From an optimization exercise on the open Yosys and OpenROAD flow, aimed at a short achievable clock period and few clock cycles; shortcuts taken in it are not production practice.
Only simulation tests tie the RTL to the original design; equivalence was not proved.
Power is estimated from default activity; no workload was simulated.

==> inputs of branch violet <==
==> flow/design.v (excerpt) <==
module cpu (
    input  logic        clk, n_rst,
    input  logic        RESET, IRQ,
    input  logic [31:0] ID,
    input  logic [31:0] MRD,
    output logic [31:0] IA,
    output logic [31:0] MWD,
    output logic [31:0] MA,
    output logic        MWR, MOE
);
Settings: LEC_CHECK=0, CAP_MARGIN=20, CORE_MARGIN=2, CORE_UTILIZATION=40, PLACE_DENSITY=0.45, SETUP_SLACK_MARGIN=5, SLEW_MARGIN=20, SYNTH_HIERARCHICAL=1, SYNTH_MINIMUM_KEEP_SIZE=0; clock period 10.5 ns.
standard.sh (not shown) runs the stock make flow with config.mk's settings and CLKGATE_MAP_FILE= SYNTH_SCRIPT=/design/flow/synth_recipe.tcl, a recipe that flattens the netlist after the stock synthesis.
==> flow/flow/run.sh <==
#!/bin/bash
set -euo pipefail
MARGIN=7.5
bash standard.sh synth > log_1_synth.txt 2>&1
bash standard.sh SETUP_SLACK_MARGIN=$MARGIN finish > log_2_layout.txt 2>&1
==> branch delta: changes against branch violet <==
--- a/flow/design.v
+++ b/flow/design.v
@@ -26,14 +26,13 @@
 logic        we_E, ld_E, st_E, beq_E, bne_E, jmp_E, ctl_E, ill_E;
 logic        r_add_E, r_cmp_E, r_bool_E, r_sh_E, r_link_E;
 logic        sub_E;
 logic [1:0]  cfn_E;      
 logic [1:0]  sfn_E;      
 logic [1:0]  bfn_E;      
-logic        fa_m_E, fb_m_E, fc_m_E;  
-logic        cm_E;                     
+logic        fa_m_E, fc_m_E;  
 logic        we_M, ldf_M;
 logic [4:0]  rc_M;
 logic [31:0] y_M, ma_M, sd_M;
 logic        mwr_M;
 logic        bupd_M, btk_M;
 logic [BW-1:0] bpc_M;
@@ -90,29 +89,14 @@
 assign trap     = valid_E & ill_E & ~irq_sel & ~reset_r;
 assign exec_E   = valid_E & ~irq_sel & ~reset_r & ~ill_E;
 assign res_e = ({32{r_cmp_E  & ~irq_sel}} & {31'b0, cmpb})
              | ({32{r_bool_E & ~irq_sel}} & bres)
              | ({32{r_sh_E   & ~irq_sel}} & shres)
              | ({32{r_link_E |  irq_sel}} & pc4_E);
-logic [31:0] res_n;
 sel2x32 RES (.d0(sum), .d1(dif), .s0(r_add_E & ~sub_E & ~irq_sel), .s1(r_add_E & sub_E & ~irq_sel),
-             .rest(res_e), .y(res_n));
-logic [31:0] am, bm;
-logic        eqm, ltm, cmpbm;
-assign am  = fa_m_E ? MRD : a_E;
-assign bm  = fb_m_E ? MRD : b_E;
-assign eqm = (am == bm);
-assign ltm = (am[31] != bm[31]) ? am[31] : (am[30:0] < bm[30:0]);
-always_comb begin
-    case (cfn_E)
-        2'b00:   cmpbm = eqm;
-        2'b01:   cmpbm = ltm;
-        default: cmpbm = ltm | eqm;
-    endcase
-end
-assign res = {res_n[31:1], (cm_E & ~irq_sel) ? cmpbm : res_n[0]};
+             .rest(res_e), .y(res));
 logic [31:0] off, tsum, tgt, kin;
 logic [30:0] kgen;
 logic        tgtok;
 assign off  = {{14{lit_E[15]}}, lit_E, 2'b00};
 assign tsum = pc4_E + off;
 assign tgt  = {pc4_E[31], tsum[30:0]};
@@ -173,14 +157,12 @@
 assign is_bne  = (op == 6'h1D);
 assign is_ldr  = (op == 6'h1F);
 assign is_nop  = (op == 6'h00);
 assign legal   = is_alu | is_ld | is_st | is_jmp | is_beq | is_bne | is_ldr | is_nop;
 assign ctl_d   = is_jmp | is_beq | is_bne;
 assign br_d    = is_beq | is_bne;
-logic is_cmp;
-assign is_cmp  = is_alu & (fn[3:2] == 2'b01);
 assign use_a   = is_alu | is_ld | is_st | ctl_d;      
 assign use_b   = is_alur;                             
 assign use_c   = is_st;                               
 assign use_lit = is_aluc | is_ld | is_st;
 assign writes  = is_alu | is_ld | is_ldr | ctl_d | ~legal;
 assign dst     = legal ? rc : 5'd30;
@@ -196,14 +178,14 @@
 assign mX_b = we_X & (rc_X == rb);
 assign mE_c = valid_E & we_E & (rc_E == rc);
 assign mM_c = we_M & (rc_M == rc);
 assign mW_c = we_W & (rc_W == rc);
 assign mX_c = we_X & (rc_X == rc);
 logic stall;
-assign stall = (use_a & ((mE_a & ld_E) | (~br_d & ~is_cmp & ~mE_a & mM_a & ldf_M)))
-             | (use_b & ((mE_b & ld_E) | (~is_cmp & ~mE_b & mM_b & ldf_M)))
+assign stall = (use_a & ((mE_a & ld_E) | (~br_d & ~mE_a & mM_a & ldf_M)))
+             | (use_b & ((mE_b & ld_E) | (~mE_b & mM_b & ldf_M)))
              | (use_c & mE_c & ld_E);
 logic [30:0] da, d2;
 logic [31:0] rfa, rf2, rfb, rfc;
 always_comb begin
     rfa = 32'b0;
     rf2 = 32'b0;
@@ -343,15 +325,13 @@
     r_sh_E   <= is_alu & (fn[3:2] == 2'b11);
     r_link_E <= ctl_d | ~legal;
     sub_E   <= is_alu & (fn[3:1] == 3'b000) & fn[0];
     cfn_E   <= (fn[1:0] == 2'b00) ? 2'b00 : ((fn[1:0] == 2'b01) ? 2'b01 : 2'b10);
     sfn_E   <= fn[1:0];
     bfn_E   <= fn[1:0];
-    fa_m_E  <= use_a & (br_d | is_cmp) & ~mE_a & mM_a & ldf_M;
-    fb_m_E  <= use_b & is_cmp & ~mE_b & mM_b & ldf_M;
-    cm_E    <= is_cmp & ((use_a & ~mE_a & mM_a & ldf_M) | (use_b & ~mE_b & mM_b & ldf_M));
+    fa_m_E  <= use_a & br_d & ~mE_a & mM_a & ldf_M;
     fc_m_E  <= use_c & ~mE_c & mM_c & ldf_M;
     rc_M   <= irq_sel ? 5'd30 : rc_E;
     ldf_M  <= ld_E & ~irq_sel;
     y_M    <= res;
     ma_M   <= sum;
     sd_M   <= sd;
==> branch pepper: changes against branch violet <==
--- a/flow/design.v
+++ b/flow/design.v
@@ -26,14 +26,13 @@
 logic        we_E, ld_E, st_E, beq_E, bne_E, jmp_E, ctl_E, ill_E;
 logic        r_add_E, r_cmp_E, r_bool_E, r_sh_E, r_link_E;
 logic        sub_E;
 logic [1:0]  cfn_E;      
 logic [1:0]  sfn_E;      
 logic [1:0]  bfn_E;      
-logic        fa_m_E, fb_m_E, fc_m_E;  
-logic        cm_E;                     
+logic        fa_m_E, fc_m_E;  
 logic        we_M, ldf_M;
 logic [4:0]  rc_M;
 logic [31:0] y_M, ma_M, sd_M;
 logic        mwr_M;
 logic        bupd_M, btk_M;
 logic [BW-1:0] bpc_M;
@@ -90,29 +89,14 @@
 assign trap     = valid_E & ill_E & ~irq_sel & ~reset_r;
 assign exec_E   = valid_E & ~irq_sel & ~reset_r & ~ill_E;
 assign res_e = ({32{r_cmp_E  & ~irq_sel}} & {31'b0, cmpb})
              | ({32{r_bool_E & ~irq_sel}} & bres)
              | ({32{r_sh_E   & ~irq_sel}} & shres)
              | ({32{r_link_E |  irq_sel}} & pc4_E);
-logic [31:0] res_n;
 sel2x32 RES (.d0(sum), .d1(dif), .s0(r_add_E & ~sub_E & ~irq_sel), .s1(r_add_E & sub_E & ~irq_sel),
-             .rest(res_e), .y(res_n));
-logic [31:0] am, bm;
-logic        eqm, ltm, cmpbm;
-assign am  = fa_m_E ? MRD : a_E;
-assign bm  = fb_m_E ? MRD : b_E;
-assign eqm = (am == bm);
-assign ltm = (am[31] != bm[31]) ? am[31] : (am[30:0] < bm[30:0]);
-always_comb begin
-    case (cfn_E)
-        2'b00:   cmpbm = eqm;
-        2'b01:   cmpbm = ltm;
-        default: cmpbm = ltm | eqm;
-    endcase
-end
-assign res = {res_n[31:1], (cm_E & ~irq_sel) ? cmpbm : res_n[0]};
+             .rest(res_e), .y(res));
 logic [31:0] off, tsum, tgt, kin;
 logic [30:0] kgen;
 logic        tgtok;
 assign off  = {{14{lit_E[15]}}, lit_E, 2'b00};
 assign tsum = pc4_E + off;
 assign tgt  = {pc4_E[31], tsum[30:0]};
@@ -173,14 +157,12 @@
 assign is_bne  = (op == 6'h1D);
 assign is_ldr  = (op == 6'h1F);
 assign is_nop  = (op == 6'h00);
 assign legal   = is_alu | is_ld | is_st | is_jmp | is_beq | is_bne | is_ldr | is_nop;
 assign ctl_d   = is_jmp | is_beq | is_bne;
 assign br_d    = is_beq | is_bne;
-logic is_cmp;
-assign is_cmp  = is_alu & (fn[3:2] == 2'b01);
 assign use_a   = is_alu | is_ld | is_st | ctl_d;      
 assign use_b   = is_alur;                             
 assign use_c   = is_st;                               
 assign use_lit = is_aluc | is_ld | is_st;
 assign writes  = is_alu | is_ld | is_ldr | ctl_d | ~legal;
 assign dst     = legal ? rc : 5'd30;
@@ -196,14 +178,14 @@
 assign mX_b = we_X & (rc_X == rb);
 assign mE_c = valid_E & we_E & (rc_E == rc);
 assign mM_c = we_M & (rc_M == rc);
 assign mW_c = we_W & (rc_W == rc);
 assign mX_c = we_X & (rc_X == rc);
 logic stall;
-assign stall = (use_a & ((mE_a & ld_E) | (~br_d & ~is_cmp & ~mE_a & mM_a & ldf_M)))
-             | (use_b & ((mE_b & ld_E) | (~is_cmp & ~mE_b & mM_b & ldf_M)))
+assign stall = (use_a & ((mE_a & ld_E) | (~br_d & ~mE_a & mM_a & ldf_M)))
+             | (use_b & ((mE_b & ld_E) | (~mE_b & mM_b & ldf_M)))
              | (use_c & mE_c & ld_E);
 logic [30:0] da, d2;
 logic [31:0] rfa, rf2, rfb, rfc;
 always_comb begin
     rfa = 32'b0;
     rf2 = 32'b0;
@@ -343,15 +325,13 @@
     r_sh_E   <= is_alu & (fn[3:2] == 2'b11);
     r_link_E <= ctl_d | ~legal;
     sub_E   <= is_alu & (fn[3:1] == 3'b000) & fn[0];
     cfn_E   <= (fn[1:0] == 2'b00) ? 2'b00 : ((fn[1:0] == 2'b01) ? 2'b01 : 2'b10);
     sfn_E   <= fn[1:0];
     bfn_E   <= fn[1:0];
-    fa_m_E  <= use_a & (br_d | is_cmp) & ~mE_a & mM_a & ldf_M;
-    fb_m_E  <= use_b & is_cmp & ~mE_b & mM_b & ldf_M;
-    cm_E    <= is_cmp & ((use_a & ~mE_a & mM_a & ldf_M) | (use_b & ~mE_b & mM_b & ldf_M));
+    fa_m_E  <= use_a & br_d & ~mE_a & mM_a & ldf_M;
     fc_m_E  <= use_c & ~mE_c & mM_c & ldf_M;
     rc_M   <= irq_sel ? 5'd30 : rc_E;
     ldf_M  <= ld_E & ~irq_sel;
     y_M    <= res;
     ma_M   <= sum;
     sd_M   <= sd;
CAP_MARGIN = 50   (was 20)
SLEW_MARGIN = 50   (was 20)
==> comparison table <==
| metric | branch violet | branch pepper | branch delta |
|---|---|---|---|
| Status | no timing/DRC/antenna violations | no timing/DRC/antenna violations | no timing/DRC/antenna violations |
| Total clock buffers created by CTS | 206 | 206 | 201 |
| Final Core Density | 54.0% | 53.2% | 52.7% |
| Share of the clock period used by the worst path | 38.6% | 37.3% | 37.4% |
| Synth Instances | 7884 | 7627 | 7627 |
| Tot GR Track Use | 47.4% | 45.5% | 44.7% |
| Slowest cell delay on critical path | 0.42 ns | 0.63 ns | 0.60 ns |
| Reg-to-reg critical path startpoint | lit_E[14]$_DFF_P_ | b_E[0]$_DFF_P_ | beq_E$_DFF_P_ |
| Internal power | 0.0144 W | 0.0142 W | 0.0140 W |
| Count of plain and timing-repair buffers | 1328 | 1158 | 1143 |
| Final Net Count | 9137 | 8698 | 8675 |
| Hold Crit Endpoint | bpc_M[6]$_DFF_P_ | bpc_M[11]$_DFF_P_ | bpc_M[3]$_DFF_P_ |
| Capturing element of the worst setup path | b_E[3]$_DFF_P_ | c_E[24]$_DFF_P_ | c_E[27]$_DFF_P_ |
| Layout cell share with drive strength beyond 1 | 33.3% | 32.7% | 31.5% |
| Area Growth Syn to Fin | 34.6% | 32.5% | 31.4% |
| First-pass GRT wire length | 758 mm | 724 mm | 714 mm |
| Adder and majority gate portion of the synthesized area | 3.76% | 3.40% | 3.40% |
Testbench counts of branch violet, summed over its fixed seeds: cycles 78,291.
Testbench counts of branch delta, summed over its fixed seeds: cycles 80,568.
Testbench counts of branch pepper, summed over its fixed seeds: cycles 80,568.

[port drivers added, routing unchanged]
The results above use ideal ports. As a check the final layouts listed here were re-extracted and re-timed, cells and wires unchanged. Step 1, drivers: a clkbuf_16 drives clk and a buf_2 each remaining input, both assumed. Step 2 times the ports against the registers' clock, not the clock port: input delays grow and output delays shrink by t, the midpoint of the rising clock arrivals with the driver on. Three values: ideal, step 1, step 2; two values: the first two.
| run | t (ns) | slack for setup (ns) | hold slack, ns | worst setup path after step 2 | worst register clock-pin slew, ns |
|---|---|---|---|---|---|
| branch violet | 0.988 | 6.445 / 6.512 / 5.524 | 0.324 / 0.324 / 0.324 | input to register | 0.07 / 0.07 |
| branch delta | 0.971 | 6.577 / 6.538 / 5.567 | 0.321 / 0.321 / 0.321 | input to register | 0.07 / 0.07 |
| branch pepper | 0.995 | 6.580 / 6.607 / 5.612 | 0.328 / 0.328 / 0.328 | input to register | 0.07 / 0.07 |
After both steps setup and hold are still met in every run listed. For branch delta, which loses most, drivers alone change the setup slack by -0.039 ns; drivers and shift together by -1.010 ns.
